Context: an optimization exercise on an open-source flow, tuned for small area, a short achievable clock period and few clock cycles per item. The choices shown serve that exercise and are no tape-out recipe.
Only simulation tests tie the RTL to the original design; equivalence was not proved.

==> flow/design.v (excerpt) <==
module modinv(clk, reset, number, prime, finished, gcd, inverse);
    input [31:0] number, prime;
    input wire clk, reset;
    output [31:0] gcd, inverse;
    output finished;
    reg [30:0] A, B, PA, PB, P0;
    reg par;
    reg done;
    function [4:0] blen;
        input [30:0] v;
        integer i;
        begin
            blen = 0;
            for (i = 0; i < 31; i = i + 1)
                if (v[i]) blen = i + 1;
        end
    endfunction
    function [32:0] radd;
        input [31:0] a, b;
        input ci;
        integer i;
        reg c;
        begin
            c = ci;
            for (i = 0; i < 32; i = i + 1) begin
                radd[i] = a[i] ^ b[i] ^ c;
                c = (a[i] & b[i]) | (c & (a[i] ^ b[i]));
            end
            radd[32] = c;
        end
    endfunction
    wire [4:0] la = blen(A);
    wire [4:0] lb = blen(B);
    wire [5:0] kd = {1'b0, la} - {1'b0, lb};
    wire [4:0] k = kd[4:0];
    wire [30:0] Bk = B << k;
    wire [31:0] PBk = {1'b0, PB} << k;
    wire [32:0] gex = radd({1'b0, A}, ~{1'b0, Bk}, 1'b1);
    wire ge1 = gex[32];                        
    wire lt = kd[5] | ((kd[4:0] == 0) & ~ge1);   
    wire [30:0] Bs = lt ? 31'd0 : (ge1 ? Bk : {1'b0, Bk[30:1]});
    wire [30:0] PBs = (lt | done) ? 31'd0 : (ge1 ? PBk[30:0] : PBk[31:1]);
    wire [32:0] nAx = radd({1'b0, A}, ~{1'b0, Bs}, 1'b1);
    wire [30:0] nA = nAx[30:0];
    wire [32:0] nPAx = radd({1'b0, PA}, {1'b0, PBs}, 1'b0);
    wire [30:0] nPA = nPAx[30:0];
    wire swap = nA < B;
    wire fin = swap & (nA == 0);
    wire [32:0] p0x = radd({1'b0, P0}, ~{1'b0, PB}, 1'b1);
    wire [30:0] inv = par ? PB : ((PB == 0) ? 31'd0 : p0x[30:0]);
    always @(posedge clk) begin
        if (reset) begin
            A <= number[30:0];
            B <= prime[30:0];
            PA <= 31'd1;
            PB <= 31'd0;
            par <= 1'b0;
        end else if (swap) begin
            A <= B;
            B <= nA;
            PA <= fin ? inv : PB;
            PB <= nPA;
            par <= ~par;
        end else begin
            A <= nA;
            PA <= nPA;
        end
    end
    always @(posedge clk)
        P0 <= prime[30:0];
    always @(posedge clk or posedge reset) begin
        if (reset)
            done <= 1'b0;
        else if (fin)
            done <= 1'b1;
    end
    assign finished = done;
    assign gcd = {1'b0, A};
  ...
Size: about 160 flip-flops, ~130 I/O pins, about 12,000 um2 of cells after synthesis.
==> flow/config.mk <==
export PLATFORM = sky130hd
export DESIGN_NAME = modinv
export DESIGN_NICKNAME = modinv
export VERILOG_FILES = /design/flow/design.v
export SDC_FILE = /design/flow/constraint.sdc
export NUM_CORES = 4
export LEC_CHECK = 0
export CAP_MARGIN = 20
export CORE_MARGIN = 2
export CORE_UTILIZATION = 65
export CTS_BUF_LIST = sky130_fd_sc_hd__clkbuf_8
export SLEW_MARGIN = 20
==> flow/constraint.sdc <==
create_clock -name core_clock -period 140.0 [get_ports {clk}]
set_input_delay 28.0000 -clock core_clock [delete_from_list [all_inputs] [get_ports {clk}]]
set_output_delay 28.0000 -clock core_clock [all_outputs]
set_load 0.01 [all_outputs]
standard.sh (not shown) runs the stock make flow with config.mk's settings and CLKGATE_MAP_FILE= SYNTH_SCRIPT=/design/flow/synth_recipe.tcl, a recipe that flattens the netlist after the stock synthesis.
==> flow/flow/run.sh <==
#!/bin/bash
# The standard layout with three changes, none to the design or constraints:
#  - ABC maps for area (flow/abc_area.script replaces the speed script),
#    and adders are left to ABC instead of being mapped to full-adder cells
#    first (ADDER_MAP_FILE empty); registers are mapped exactly as before;
#  - the port buffers are the smallest buffer (buf_1);
#  - clock tree synthesis inserts no dummy loads.
set -euo pipefail
cd "$(dirname "$0")/.."
rm -rf scripts_area
cp -r "$FLOW_HOME/scripts" scripts_area
cp flow/abc_area.script scripts_area/abc_speed.script
export SCRIPTS_DIR="$PWD/scripts_area"
export BUFFER_PORTS_ARGS="-buffer_cell sky130_fd_sc_hd__buf_1"
export CTS_ARGS="-sink_clustering_enable -repair_clock_nets -buf_list sky130_fd_sc_hd__clkbuf_8 -dont_use_dummy_load"
bash standard.sh ADDER_MAP_FILE= finish > standard.log 2>&1
==> flow/flow/abc_area.script <==
strash
dch
amap
topo
stime -c
upsize -c -D 22000
dnsize -c -D 22000
stime -c
The starting point finished clean.
Testbench counts at the start, summed over its fixed seeds: cycles 11,263, items 480.
Edit:
--- a/flow/flow/run.sh
+++ b/flow/flow/run.sh
@@ -6,2 +6 @@
-#  - the port buffers are the smallest buffer (buf_1);
-#  - clock tree synthesis inserts no dummy loads.
+#  - the port buffers are the smallest buffer (buf_1).
@@ -15 +13,0 @@
-export CTS_ARGS="-sink_clustering_enable -repair_clock_nets -buf_list sky130_fd_sc_hd__clkbuf_8 -dont_use_dummy_load"
- CORE_UTILIZATION: 65 -> 40
- CTS_BUF_LIST: sky130_fd_sc_hd__clkbuf_8 -> not set
After rerunning:
- routed wire length went up by 8.9%
- global-route usage shrinks by 12 points
Edit:
--- a/flow/flow/run.sh
+++ b/flow/flow/run.sh
@@ -2 +2 @@
-# The standard layout with three changes, none to the design or constraints:
+# The standard layout with these changes, none to the design or constraints:
@@ -6 +6,2 @@
-#  - the port buffers are the smallest buffer (buf_1).
+#  - the port buffers are the smallest buffer (buf_1);
+#  - clock tree synthesis inserts no dummy loads.
@@ -13,0 +15 @@
+export CTS_ARGS="-sink_clustering_enable -repair_clock_nets -buf_list sky130_fd_sc_hd__clkbuf_8 -dont_use_dummy_load"
- CORE_UTILIZATION: 40 -> 65
- CTS_BUF_LIST: not set -> sky130_fd_sc_hd__clkbuf_8
Result: Design area is lower by about 3.6%. Die area is lower by about 38%. Setup slack gets better by 0.50 ns. Wire length is lower by about 8%. Global-route usage is higher by 12 points. Hold slack gets better by 0.066 ns. Final cell count is lower by about 8%. Clock skew is higher by 0.029 ns. Non-clock buffer count stays the same.
Edit:
--- a/flow/flow/run.sh
+++ b/flow/flow/run.sh
@@ -2 +2 @@
-# The standard layout with these changes, none to the design or constraints:
+# The standard layout with three changes, none to the design or constraints:
@@ -6,2 +6 @@
-#  - the port buffers are the smallest buffer (buf_1);
-#  - clock tree synthesis inserts no dummy loads.
+#  - the port buffers are the smallest buffer (buf_1).
@@ -15 +13,0 @@
-export CTS_ARGS="-sink_clustering_enable -repair_clock_nets -buf_list sky130_fd_sc_hd__clkbuf_8 -dont_use_dummy_load"
- CORE_UTILIZATION: 65 -> 40
- CTS_CLUSTER_DIAMETER: not set -> 100
- CTS_CLUSTER_SIZE: not set -> 40
After rerunning: Design area increases by a few percent. Die area increases by well over a third. Via count decreases by a few percent. Count of clock-buffer cells in the layout is unchanged. Wire length increases by a little under a tenth. Sequential share of layout area decreases by 0.59 points. Non-clock buffer count does not change.
Edit:
--- a/flow/flow/run.sh
+++ b/flow/flow/run.sh
@@ -2 +2 @@
-# The standard layout with three changes, none to the design or constraints:
+# The standard layout with these changes, none to the design or constraints:
@@ -6 +6,2 @@
-#  - the port buffers are the smallest buffer (buf_1).
+#  - the port buffers are the smallest buffer (buf_1);
+#  - clock tree synthesis inserts no dummy loads.
@@ -13,0 +15 @@
+export CTS_ARGS="-sink_clustering_enable -repair_clock_nets -buf_list sky130_fd_sc_hd__clkbuf_8 -dont_use_dummy_load"
- CORE_UTILIZATION: 40 -> 65
- CTS_CLUSTER_DIAMETER: 100 -> not set
- CTS_CLUSTER_SIZE: 40 -> not set
- SLEW_MARGIN: 20 -> 60
Effect: Wire length is lower by 8.3%; setup slack gets better by 0.50 ns; register-to-register slack gets better by 0.12 ns; synthesized cell count is unchanged.
Edit:
--- a/flow/flow/run.sh
+++ b/flow/flow/run.sh
@@ -2 +2 @@
-# The standard layout with these changes, none to the design or constraints:
+# The standard layout with three changes, none to the design or constraints:
@@ -6,2 +6 @@
-#  - the port buffers are the smallest buffer (buf_1);
-#  - clock tree synthesis inserts no dummy loads.
+#  - the port buffers are the smallest buffer (buf_1).
@@ -15 +13,0 @@
-export CTS_ARGS="-sink_clustering_enable -repair_clock_nets -buf_list sky130_fd_sc_hd__clkbuf_8 -dont_use_dummy_load"
- SLEW_MARGIN: 60 -> 20
The new run produced a clean layout; global-route usage goes up by 0.77 points; final area went up by 0.67%; via count is higher by 1.2%; fmax is about the same; hold slack is better by 0.013 ns.


== yarrow ==
modinv, a different RTL version from the one above (not shown whole).
For scale: roughly 130 I/O pins, roughly 14000 um^2 of cells after synthesis.
Settings: LEC_CHECK=0, CAP_MARGIN=20, CORE_MARGIN=2, CORE_UTILIZATION=40, SLEW_MARGIN=20; clock period 140.0 ns.
==> flow/flow/run.sh <==
#!/bin/bash
set -euo pipefail
cd "$(dirname "$0")/.."
export BUFFER_PORTS_ARGS="-buffer_cell sky130_fd_sc_hd__buf_1"
bash standard.sh > standard.log 2>&1
yarrow has completed all stages; timing, DRC and antenna checks passed.
Testbench counts of yarrow, summed over its fixed seeds: cycles 11,263, items 480.
Relative to yarrow, the following input files were edited for nickel:
==> flow/run.sh (new file) <==
#!/bin/bash
# synth_recipe.tcl (not shown) runs the flow's synth.tcl, then flattens the netlist and writes it again
# the make line also repeats each setting of config.mk as NAME=value (left out here)
make -C /OpenROAD-flow-scripts/flow DESIGN_CONFIG=/design/flow/config.mk WORK_HOME=/design/flow/orfs CLKGATE_MAP_FILE= SYNTH_SCRIPT=/design/flow/synth_recipe.tcl finish
removed: flow/flow/run.sh
removed: flow/standard.sh
Notes after the runs:
Diff yarrow -> nickel: number of enable-type register cells in the synthesized netlist held steady; maximum clock frequency held steady; via count of the first global-routing pass grew by 269. In the metrics for yarrow and nickel, the one carrying the lower met2 capacity usage during global routing is yarrow. Looking at yarrow and nickel, the worst-case clock skew is a wash. Clock-pin transition on the worst setup and hold timing paths across yarrow and nickel: no real change. Compared with yarrow, nickel degrades routed wire length.

[what the ideal ports hide]
Ports are ideal in the flow. The routed layouts listed here were re-timed in OpenROAD. Step 1, drivers: a clkbuf_16 drives clk and a buf_2 each remaining input, both assumed. Step 2 times the ports against the registers' clock, not the clock port: input delays grow and output delays shrink by t, the midpoint of the rising clock arrivals with the driver on. Three values: no drivers, after step 1, after step 2; two values: the first two.
| run | t, ns | setup WS [ns] | hold WS [ns] | worst data-port slew with drivers (ns) |
|---|---|---|---|---|
| the first run of note 1 | 0.503 | 110.475 / 110.492 / 109.989 | 0.512 / 0.512 / 0.512 | 0.04 |
| the second run of note 1 | 0.495 | 109.974 / 110.000 / 109.505 | 0.446 / 0.446 / 0.446 | 0.04 |
| the third run of note 1 | 0.503 | 110.475 / 110.492 / 109.989 | 0.512 / 0.512 / 0.512 | 0.04 |
| the fourth run of note 1 | 0.524 | 109.964 / 109.986 / 109.462 | 0.450 / 0.450 / 0.450 | 0.04 |
| the fifth run of note 1 | 0.518 | 110.469 / 110.488 / 109.970 | 0.502 / 0.502 / 0.502 | 0.04 |
| the sixth run of note 1 | 0.506 | 110.434 / 110.453 / 109.947 | 0.515 / 0.515 / 0.515 | 0.04 |
| yarrow | 0.516 | 110.012 / 110.032 / 109.516 | 0.574 / 0.574 / 0.574 | 0.04 |
| nickel | 0.506 | 110.053 / 110.082 / 109.576 | 0.583 / 0.583 / 0.583 | 0.04 |
After both steps every run listed still meets setup and hold. The setup slack of the fourth run of note 1, which loses most, moves by +0.022 ns with the drivers and by -0.502 ns with both steps.
